This is an optimization exercise on Yosys and OpenROAD, whose aim is a short achievable clock period and few clock cycles, not a production implementation.
Only simulation tests tie the RTL to the original design; equivalence was not proved.
Power figures rest on the tool's default switching activity, not on a simulated workload.

$ cat flow/constraint.sdc
create_clock -name core_clock -period 20.0 [get_ports {CLK}]
set_input_delay 4.0000 -clock core_clock [delete_from_list [all_inputs] [get_ports {CLK}]]
set_output_delay 4.0000 -clock core_clock [all_outputs]
set_load 0.01 [all_outputs]
$ cat flow/run.sh
#!/bin/bash
# synth_recipe.tcl (not shown) runs the flow's synth.tcl, then flattens the netlist and writes it again
# the make line also repeats each setting of config.mk as NAME=value (left out here)
make -C /OpenROAD-flow-scripts/flow DESIGN_CONFIG=/design/flow/config.mk WORK_HOME=/design/flow/orfs CLKGATE_MAP_FILE= SYNTH_SCRIPT=/design/flow/synth_recipe.tcl finish
$ cat flow/design.v
module ARM
	(
		CLK,
		RST,
		INST_ADDR,
		INST_DATA,
		SRAM_ADDR,
		SRAM_WE_N,
		SRAM_DQ_OUT,
		SRAM_DQ_IN
	);
input			CLK;
input			RST;
output	[31:0]	INST_ADDR;
input	[31:0]	INST_DATA;
output	[17:0]	SRAM_ADDR;
output			SRAM_WE_N;
output	[15:0]	SRAM_DQ_OUT;
input	[15:0]	SRAM_DQ_IN;
	function cond_ok;
		input [3:0] c;
		input [3:0] f;	 
		begin
			case (c)
				4'd0:  cond_ok = f[2];
				4'd1:  cond_ok = ~f[2];
				4'd2:  cond_ok = f[1];
				4'd3:  cond_ok = ~f[1];
				4'd4:  cond_ok = f[3];
				4'd5:  cond_ok = ~f[3];
				4'd6:  cond_ok = f[0];
				4'd7:  cond_ok = ~f[0];
				4'd8:  cond_ok = f[1] & ~f[2];
				4'd9:  cond_ok = ~f[1] & f[2];
				4'd10: cond_ok = f[3] == f[0];
				4'd11: cond_ok = f[3] != f[0];
				4'd12: cond_ok = ~f[2] & (f[3] == f[0]);
				4'd13: cond_ok = f[2] | (f[3] != f[0]);
				default: cond_ok = 1'b1;
			endcase
		end
	endfunction
	reg [31:0] pc;
	reg        id_valid;
	reg [31:0] id_ir, id_pc;
	reg [31:0] rf [0:14];
	reg [3:0]  flags;			 
	reg [14:0] pending;			 
	reg        ex_valid;
	reg [3:0]  ex_cond;
	reg        ex_wb, ex_setf, ex_ld, ex_st, ex_br, ex_pred;
	reg [3:0]  ex_dest;
	reg        ex_add, ex_sub, ex_usec, ex_and, ex_orr, ex_eor, ex_mov, ex_mvn;
	reg        ex_breg;
	reg [4:0]  ex_samt;
	reg [1:0]  ex_styp;
	reg [31:0] ex_imm;
	reg [18:0] ex_imm_adj;
	reg [31:0] ex_a, ex_m;
	reg        ex_fa_alu, ex_fa_ld, ex_fm_alu, ex_fm_ld;
	reg [31:0] ex_alt_pc;
	reg [31:0] alu_q;			 
	reg [31:0] ld_q;			 
	reg        act_v, act_ph, act_ld;
	reg [3:0]  act_dest;
	reg [15:0] act_hi, act_lo;
	reg [17:0] sram_addr_q;
	reg [15:0] sram_dq_q;
	reg        sram_we_n_q;
	reg [1:0]  q_cnt;
	reg        q0_ld, q1_ld;
	reg [17:0] q0_h, q1_h;
	reg [31:0] q0_d, q1_d;
	reg [3:0]  q0_dest, q1_dest;
	assign INST_ADDR   = pc;
	assign SRAM_ADDR   = sram_addr_q;
	assign SRAM_DQ_OUT = sram_dq_q;
	assign SRAM_WE_N   = sram_we_n_q;
	wire ex_pass = cond_ok(ex_cond, flags);
	wire [31:0] opa = ex_fa_alu ? alu_q : ex_fa_ld ? ld_q : ex_a;
	wire [31:0] opm = ex_fm_alu ? alu_q : ex_fm_ld ? ld_q : ex_m;
	reg [31:0] shifted;
	always @(*) begin
		case (ex_styp)
			2'b00: shifted = opm << ex_samt;
			2'b11: shifted = ({opm, opm} >> ex_samt);
			default: shifted = opm >> ex_samt;
		endcase
	end
	wire [31:0] opb = ex_breg ? shifted : ex_imm;
	wire [31:0] bx  = ex_sub ? ~opb : opb;
	wire        cin = ex_usec ? flags[1] : ex_sub;
	wire [32:0] sum = {1'b0, opa} + {1'b0, bx} + {32'b0, cin};
	wire        arith = ex_add | ex_sub;
	wire [31:0] logic_r = ({32{ex_and}} & (opa & opb)) |
	                      ({32{ex_orr}} & (opa | opb)) |
	                      ({32{ex_eor}} & (opa ^ opb)) |
	                      ({32{ex_mov}} & opb) |
	                      ({32{ex_mvn}} & ~opb);
	wire [31:0] result = arith ? sum[31:0] : logic_r;
	wire f_n = result[31];
	wire f_z = ~|result;
	wire f_c = arith ? (sum[32] ^ ex_sub) : ex_mvn;
	wire f_v = arith & ((result[31] ^ opa[31]) & ~(opa[31] ^ bx[31]));
	wire ex_do    = ex_valid & ex_pass;
	wire ex_wr    = ex_do & ex_wb & ~ex_ld;
	wire ex_redir = ex_valid & ex_br & (ex_pass != ex_pred);
	wire [18:0] maddr = opa[18:0] + ex_imm_adj;
	wire        iss_v  = ex_do & (ex_ld | ex_st);
	wire ld_done  = act_v & act_ph & act_ld;
	wire sram_free = ~act_v | act_ph;
	wire q_pop   = sram_free & (q_cnt != 2'd0);
	wire direct  = sram_free & (q_cnt == 2'd0) & iss_v;
	wire q_push  = iss_v & ~direct;
	wire [31:0] ld_word = {SRAM_DQ_IN, act_lo};
	wire [3:0] opc = id_ir[24:21];
	wire m00 = id_ir[27:26] == 2'b00;
	wire m01 = id_ir[27:26] == 2'b01;
	wire m10 = id_ir[27:26] == 2'b10;
	wire is_mem = m01 & (opc == 4'b0100);
	wire is_ld  = is_mem & id_ir[20];
	wire is_st  = is_mem & ~id_ir[20];
	wire is_br  = m10 & ~id_ir[24];
	wire o_mov = m00 & (opc == 4'b1101);
	wire o_mvn = m00 & (opc == 4'b1111);
	wire o_add = m00 & (opc == 4'b0100);
	wire o_adc = m00 & (opc == 4'b0101);
	wire o_sub = m00 & (opc == 4'b0010);
	wire o_sbc = m00 & (opc == 4'b0110);
	wire o_and = m00 & (opc == 4'b0000);
	wire o_orr = m00 & (opc == 4'b1100);
	wire o_eor = m00 & (opc == 4'b0001);
	wire o_cmp = m00 & (opc == 4'b1010);
	wire o_tst = m00 & (opc == 4'b1000);
	wire d_wb = o_mov | o_mvn | o_add | o_adc | o_sub | o_sbc | o_orr | o_eor |
	            (o_and & (id_ir != 32'hE000_0000)) | is_ld;
	wire [3:0] rn = id_ir[19:16];
	wire [3:0] rd = id_ir[15:12];
	wire [3:0] rm = id_ir[3:0];
	wire [3:0] r2 = is_st ? rd : rm;
	wire use_a = (m00 & ~o_mov & ~o_mvn) | is_mem;
	wire use_m = (m00 & ~id_ir[25]) | is_st;
	wire use_d = d_wb;
	wire [31:0] rd_a = (rn == 4'd15) ? 32'b0 : rf[rn];
	wire [31:0] rd_m = (r2 == 4'd15) ? 32'b0 : rf[r2];
	wire ex_ld_go = ex_do & ex_ld;
	function busy;
		input [3:0] r;
		input [14:0] pend;
		input ldd; input [3:0] ldr;
		input exl; input [3:0] exr;
		begin
			busy = (r != 4'd15 && pend[r] && !(ldd && ldr == r)) || (exl && exr == r);
		end
	endfunction
	wire haz = (use_a & busy(rn, pending, ld_done, act_dest, ex_ld_go, ex_dest)) |
	           (use_m & busy(r2, pending, ld_done, act_dest, ex_ld_go, ex_dest)) |
	           (use_d & busy(rd, pending, ld_done, act_dest, ex_ld_go, ex_dest));
	wire memfull = is_mem & ((q_cnt + {1'b0, ex_valid & (ex_ld | ex_st)}) >= 2'd2);
	wire id_stall = id_valid & (haz | memfull);
	wire flags_stable = ~(ex_valid & ex_setf & ex_pass);
	wire id_pass = cond_ok(id_ir[31:28], flags);
	wire pred = flags_stable ? id_pass : ((id_ir[31:28] >= 4'd14) | id_ir[7]);
	wire [31:0] id_pc4 = id_pc + 32'd4;
	wire [31:0] br_tgt = id_pc4 + {{22{id_ir[7]}}, id_ir[7:0], 2'b00};
	wire id_take = id_valid & is_br & pred;
	wire [63:0] rot_src = {24'b0, id_ir[7:0], 24'b0, id_ir[7:0]};
	wire [63:0] rot_sh = rot_src >> {id_ir[11:8], 1'b0};
	wire [31:0] imm12 = {{20{id_ir[11]}}, id_ir[11:0]};
	wire [31:0] imm_adj = imm12 - 32'd1024;
	wire ld_fin = act_v & act_ph & act_ld;
	integer i;
	always @(posedge CLK or posedge RST) begin
		if (RST) begin
			pc <= 32'b0;
			id_valid <= 1'b0;
			id_ir <= 32'b0;
			id_pc <= 32'b0;
			for (i = 0; i < 15; i = i + 1) rf[i] <= i;
			flags <= 4'b0;
			pending <= 15'b0;
			ex_valid <= 1'b0;
			ex_cond <= 4'b0; ex_wb <= 1'b0; ex_setf <= 1'b0; ex_ld <= 1'b0; ex_st <= 1'b0;
			ex_br <= 1'b0; ex_pred <= 1'b0; ex_dest <= 4'b0;
			ex_add <= 1'b0; ex_sub <= 1'b0; ex_usec <= 1'b0; ex_and <= 1'b0; ex_orr <= 1'b0;
			ex_eor <= 1'b0; ex_mov <= 1'b0; ex_mvn <= 1'b0;
			ex_breg <= 1'b0; ex_samt <= 5'b0; ex_styp <= 2'b0; ex_imm <= 32'b0; ex_imm_adj <= 19'b0;
			ex_a <= 32'b0; ex_m <= 32'b0;
			ex_fa_alu <= 1'b0; ex_fa_ld <= 1'b0; ex_fm_alu <= 1'b0; ex_fm_ld <= 1'b0;
			ex_alt_pc <= 32'b0;
			alu_q <= 32'b0; ld_q <= 32'b0;
			act_v <= 1'b0; act_ph <= 1'b0; act_ld <= 1'b0; act_dest <= 4'b0;
			act_hi <= 16'b0; act_lo <= 16'b0;
			sram_addr_q <= 18'b0; sram_dq_q <= 16'b0; sram_we_n_q <= 1'b1;
			q_cnt <= 2'b0;
			q0_ld <= 1'b0; q1_ld <= 1'b0; q0_h <= 18'b0; q1_h <= 18'b0;
			q0_d <= 32'b0; q1_d <= 32'b0; q0_dest <= 4'b0; q1_dest <= 4'b0;
		end else begin
			if (ex_redir) begin
				pc <= ex_alt_pc;
				id_valid <= 1'b0;
			end else if (!id_stall) begin
				if (id_take) begin
					pc <= br_tgt;
					id_valid <= 1'b0;
				end else begin
					pc <= pc + 32'd4;
					id_valid <= 1'b1;
					id_ir <= INST_DATA;
					id_pc <= pc;
				end
			end
			ex_valid <= id_valid & ~id_stall & ~ex_redir;
			ex_cond <= id_ir[31:28];
			ex_wb <= d_wb;
			ex_setf <= id_ir[20];
			ex_ld <= is_ld;
			ex_st <= is_st;
			ex_br <= is_br;
			ex_pred <= pred;
			ex_dest <= rd;
			ex_add <= o_add | o_adc | is_mem;
			ex_sub <= o_sub | o_sbc | o_cmp;
			ex_usec <= o_adc | o_sbc;
			ex_and <= o_and | o_tst;
			ex_orr <= o_orr;
			ex_eor <= o_eor;
			ex_mov <= o_mov;
			ex_mvn <= o_mvn;
			ex_breg <= m00 & ~id_ir[25];
			ex_samt <= id_ir[4] ? 5'd0 : id_ir[11:7];
			ex_styp <= id_ir[6:5];
			ex_imm <= is_mem ? imm12 : rot_sh[31:0];
			ex_imm_adj <= imm_adj[18:0];
			ex_a <= rd_a;
			ex_m <= rd_m;
			ex_fa_alu <= ex_wr & (ex_dest == rn);
			ex_fm_alu <= ex_wr & (ex_dest == r2);
			ex_fa_ld <= ld_fin & (act_dest == rn);
			ex_fm_ld <= ld_fin & (act_dest == r2);
			ex_alt_pc <= pred ? id_pc4 : br_tgt;
			alu_q <= result;
			if (ex_do & ex_setf)
				flags <= {f_n, f_z, f_c, f_v};
			if (ex_wr && ex_dest != 4'd15)
				rf[ex_dest] <= result;
			if (ld_done) begin
				ld_q <= ld_word;
				if (act_dest != 4'd15 && !(ex_wr && ex_dest == act_dest))
					rf[act_dest] <= ld_word;
			end
			for (i = 0; i < 15; i = i + 1) begin
				if (ex_ld_go && ex_dest == i)
					pending[i] <= 1'b1;
				else if (ld_done && act_dest == i)
					pending[i] <= 1'b0;
			end
			if (sram_free) begin
				if (q_cnt != 2'd0) begin
					act_v <= 1'b1; act_ph <= 1'b0; act_ld <= q0_ld; act_dest <= q0_dest;
					sram_addr_q <= q0_h; sram_dq_q <= q0_d[15:0]; act_hi <= q0_d[31:16];
					sram_we_n_q <= q0_ld;
				end else if (iss_v) begin
					act_v <= 1'b1; act_ph <= 1'b0; act_ld <= ex_ld; act_dest <= ex_dest;
					sram_addr_q <= maddr[18:1]; sram_dq_q <= opm[15:0]; act_hi <= opm[31:16];
					sram_we_n_q <= ex_ld;
				end else begin
					act_v <= 1'b0; act_ph <= 1'b0;
					sram_we_n_q <= 1'b1;
				end
			end else begin
				act_ph <= 1'b1;
				sram_addr_q <= sram_addr_q + 18'd1;
				sram_dq_q <= act_hi;
				act_lo <= SRAM_DQ_IN;
			end
			if (q_pop) begin
				q0_ld <= q1_ld; q0_h <= q1_h; q0_d <= q1_d; q0_dest <= q1_dest;
			end
			if (q_push) begin
				if ((q_cnt - {1'b0, q_pop}) == 2'd0) begin
					q0_ld <= ex_ld; q0_h <= maddr[18:1]; q0_d <= opm; q0_dest <= ex_dest;
				end else begin
					q1_ld <= ex_ld; q1_h <= maddr[18:1]; q1_d <= opm; q1_dest <= ex_dest;
				end
			end
			q_cnt <= q_cnt - {1'b0, q_pop} + {1'b0, q_push};
		end
	end
endmodule
$ cat flow/config.mk
export PLATFORM = sky130hd
export DESIGN_NAME = ARM
export DESIGN_NICKNAME = ARM
export VERILOG_FILES = /design/flow/design.v
export SDC_FILE = /design/flow/constraint.sdc
export NUM_CORES = 4
export LEC_CHECK = 0
export ABC_CLOCK_PERIOD_IN_PS = 4000
export CAP_MARGIN = 20
export CORE_MARGIN = 2
export CORE_UTILIZATION = 40
export SETUP_SLACK_MARGIN = 5
export SLEW_MARGIN = 20
==> results by group <==
Power and ir drop
  – Internal Pwr Total: 7.16 mW
  – Combinational Power Share: 0.554
  – Max IR drop VDD: 0.131 mV
  – Cell Pwr Density: 202 nW/um^2
  – Switching power total: 7.17 mW
  – Seq pwr share: 0.287
  – Clk network pwr share: 0.159
  – Leak: 30.2 nW
  – Sw frac: 0.500

Timing
  – FMAX: 112 MHz
  – Setup TNS: 0 ns
  – Worst-margin pin slew: 1.24 ns
  – RSZ-0062 raised after global routing: no
  – Clock Skews: 0.0748 ns
  – Hold Violations, Final: 0
  – Crit share post-route: 0.445
  – Max Slew Vio Count: 0
  – Final worst slack: 11.09 ns
  – Min Tclk post-route: 8.91 ns
  – # setup viols final: 0
  – Relative slew slack: 0.176

Drt
  – Via density: 6.63
  – Final WL: 283000 um
  – Vias: 60400
  – Routed Antenna Nets: 0
  – WL per Instance: 31.0 um
  – Initial DRC Count: 9098
  – Drc violations: 0
  – DRT Pass-1 Iters: 11
  – Highest routed metal layer: met5
  – Met3 wire length: 32400 um
  – Post-Route M1 WL: 109000 um
  – WL met2: 122000 um

Critical path
  – Reg-to-reg setup timing slack: 11.09 ns
  – WP data arrival: 9.59 ns
  – Setup crit start: ex_samt[0]$_DFF_PP0_
  – Largest stage delay, worst path: 0.91 ns
  – Setup crit start kind: flip-flop
  – Crit Path Class: flip-flop to flip-flop
  – CP Max Fanout: 26
  – Slowest cell on crit path: o311ai_0
  – Setup crit end kind: flip-flop
  – R2r endpoint: flags[2]$_DFFE_PP0P_
  – CP cell instances: inv_2, buf_4, mux4_2, a2111oi_0, a21o_1, nor2_1, o311ai_0, nand2_1, a21oi_1, xnor2_1, ha_1, o2111ai_1, a31o_2, o211ai_1, a2111oi_0, buf_4, o311a_1, xnor2_1, o22ai_1, inv_1, or4_1, a211oi_1, nand4b_1, o41ai_2
  – Worst r2r path cells: 24
  – Required @ worst endpoint: 20.69 ns
  – RR Startpoint: ex_samt[0]$_DFF_PP0_

Synthesis
  – Top cell type's share of synthesized area: 0.389
  – Synthesized area: 63800 um^2
  – Top area cells in the synthesized netlist: dfrtp_1 (39%), mux2i_1 (6.1%), nand2_1 (5.6%), o21ai_0 (3.9%), nor2_1 (3.9%)
  – Seq cells post-synth: 1020
  – Synth area leader: dfrtp_1
  – Most common cell in the netlist: dfrtp_1
  – Register area share after synthesis: 0.401
  – Top cells by count, synth: dfrtp_1 (991), nand2_1 (954), nor2_1 (669), clkbuf_1 (518), o21ai_0 (503)
  – Syn nets: 7358
  – Netlist cell types: 95
  – Ys async rst share: 1.00
  – Synth warn: 2
  – Gate Count Post-Synth: 7154
  – Most used DFF post-synth: dfrtp_1
  – Synth Area per Inst: 8.92 um^2
  – Number of synthesized flops with an enable pin: 0

Cells and area
  – Fin nets: 7140
  – Syn-to-layout area delta: 11.3%
  – Sequential Area: 25600 um^2
  – Area occupied by multi-input gates: 35800 um^2
  – Largest reg by FF count: rf
  – Share of cells above drive strength 1: 0.119
  – FILL cells: 15100
  – Max reg flops: 480

Floorplan
  – Die area: 163000 um^2
  – Core Area: 158000 um^2
  – Io pins: 117
  – Row Count: 146
  – Starting Density: 0.403
  – Die Span Y: 403 um
  – Die Wd: 403 um

Placement
  – Hpwl dp: 178000 um
  – Setup WS pre-CTS: 11.31 ns
  – Placer Congestion: 1.02
  – I/O Buffers: 116

Clock tree
  – CTS tree: done
  – CTS Sinks: 1020
  – Clock Latency Late Sink: 0.81 ns
  – PostCTS Resize Cnt: 0
  – Clock root buffer: clkbuf_16
  – Clock-pin slew on the worst setup and hold paths: 0.08 ns
  – H-tree depth: 3
  – CTS buffer count: 112
  – Hold Buf Count CTS: 0
  – Number of setup buffers added after CTS: 0
  – Clk buf depth: 3

Hold path
  – Hold EP: ex_alt_pc[1]$_DFF_PP0_
  – HP Class: flip-flop to flip-flop
  – Hold_sp: id_pc[1]$_DFFE_PP0P_
  – Worst Hold Depth: 0

Global routing
  – Vias in the first global route: 56900
  – All-Layer GR Usage: 0.339
  – Largest net degree at the start of global routing: 87
  – Initial antenna violation count: 18
  – Congestion Overflow GR: 0
  – First-pass GRT wire length: 408000 um

Run
  – # Max-Cap Violations: 0

Outcome
  – Status: complete, no violations
## through the flow
step / utilization / hold slack (ns) / area [um^2] / power (mW) / instances
3_3_place_gp: 0.423 / 0.376 / 66900 / 11.6 / 8893
2_1_floorplan: - / 0.352 / 63800 / 8.70 / 7154
5_1_grt: 0.448 / 0.424 / 71000 / 14.9 / 9106
3_5_place_dp: 0.423 / 0.382 / 67000 / 11.7 / 8894
6_report: 0.448 / 0.397 / 71000 / 14.3 / 9110
4_1_cts: 0.448 / 0.395 / 71000 / 14.0 / 9105
## critical path, delay by kind of cell (launching register included)
kind | cells | cell delay (ns)
xor gates and xnor gates | 2 | 0.27
adders and majority gates | 1 | 0.37
and+or+nand+nor | 4 | 0.98
muxes | 1 | 0.62
DFF | 1 | 0.53
AOI/OAI and AO/OA | 12 | 4.63
buffers and inverters | 4 | 1.38
## layer usage
layer,global-route usage,vias to the layer above
li1,-,25600
met1,0.439,29600
met2,0.511,4078
met3,0.0935,1077
met4,0.192,8
met5,0,-
## cells by family after synthesis
kind of cell,share of synthesized area
buffers and inverters,0.0467
xor gates and xnor gates,0.0269
adders and majority gates,0.0307
AOI/OAI and AO/OA,0.220
and+or+nand+nor,0.149
muxes,0.126
DFF,0.401
## cells in the final DEF, fill, tap and decap left out, types with 41 or more instances in the layout
cell	Yosys	final
o21ai_0	503	503
mux2_2	168	168
inv_1	155	153
a21oi_1	474	472
nand2_1	954	938
a211oi_1	90	86
ha_1	150	150
nand2b_1	43	42
nor2_1	669	636
mux2i_1	391	390
clkdlybuf4s50_1	0	116
nor3_1	70	62
xor2_1	76	76
o22ai_1	46	45
a221oi_1	49	49
nand4_1	84	84
mux4_2	89	89
dfrtp_1	991	986
a222oi_1	65	65
clkbuf_16	0	112
o211ai_1	52	52
o21a_1	45	45
buf_4	1	166
and2_1	62	61
a31oi_1	194	192
nand3_1	109	104
and3_1	75	74
a22oi_1	326	326
xnor2_1	120	120
a21o_1	41	41
## power by group through the flow
stage	clock, mW	sequential, mW	combinational (mW)
3_5_place_dp	0	4.08	7.65
6_report	2.28	4.10	7.94
3_3_place_gp	0	4.06	7.56
4_1_cts	2.29	4.05	7.68
5_1_grt	2.38	4.19	8.38
2_1_floorplan	0	3.56	5.15
## worst max path at each step
stage	end	slack [ns]	cells after the start
final	flags[2]$_DFFE_PP0P_	11.09	24
after global routing	flags[2]$_DFFE_PP0P_	10.64	24
after CTS	flags[2]$_DFFE_PP0P_	11.24	24
after detailed placement	flags[2]$_DFFE_PP0P_	11.31	24
after global placement	rf[12][29]$_DFF_PP0_	10.70	21
after floorplan	act_dest[0]$_DFFE_PP0P_	1.97	1
## area by class of cell
| cell class | instances | share of cell area |
|---|---|---|
| repair buffers | 285 | 0.0346 |
| diodes | 5 | 0.000176 |
| clock buffers | 160 | 0.0457 |
| clock inverters | 51 | 0.0107 |
| flip-flops and latches | 1020 | 0.360 |
| well taps | 2072 | 0.0365 |
| multi-input cells | 5354 | 0.504 |
| inverters | 163 | 0.00867 |
Testbench counts, summed over its fixed seeds: cycles 45,838.

-- static timing again, ports no longer ideal --
The results above use ideal ports. As a check the final layout listed here was re-extracted and re-timed, cells and wires unchanged. Step 1, drivers: a clkbuf_16 drives CLK and a buf_2 each remaining input, both assumed. Step 2, shift: input delay + t, output delay - t, t = (earliest + latest rising clock arrival at the registers) / 2. This alone moves slack from input paths to output paths. Three values: ideal, step 1, step 2; two values: the first two.
t (ns): 0.859
setup WS [ns]: 11.092 / 11.092 / 11.092
worst setup path at the end: register to register
worst data-port slew with drivers (ns): 0.11
cell pins on the clock port's net: 1
After both steps setup and hold are still met in this run. The setup slack of this run moves by 0.000 ns with the drivers and by 0.000 ns with both steps.
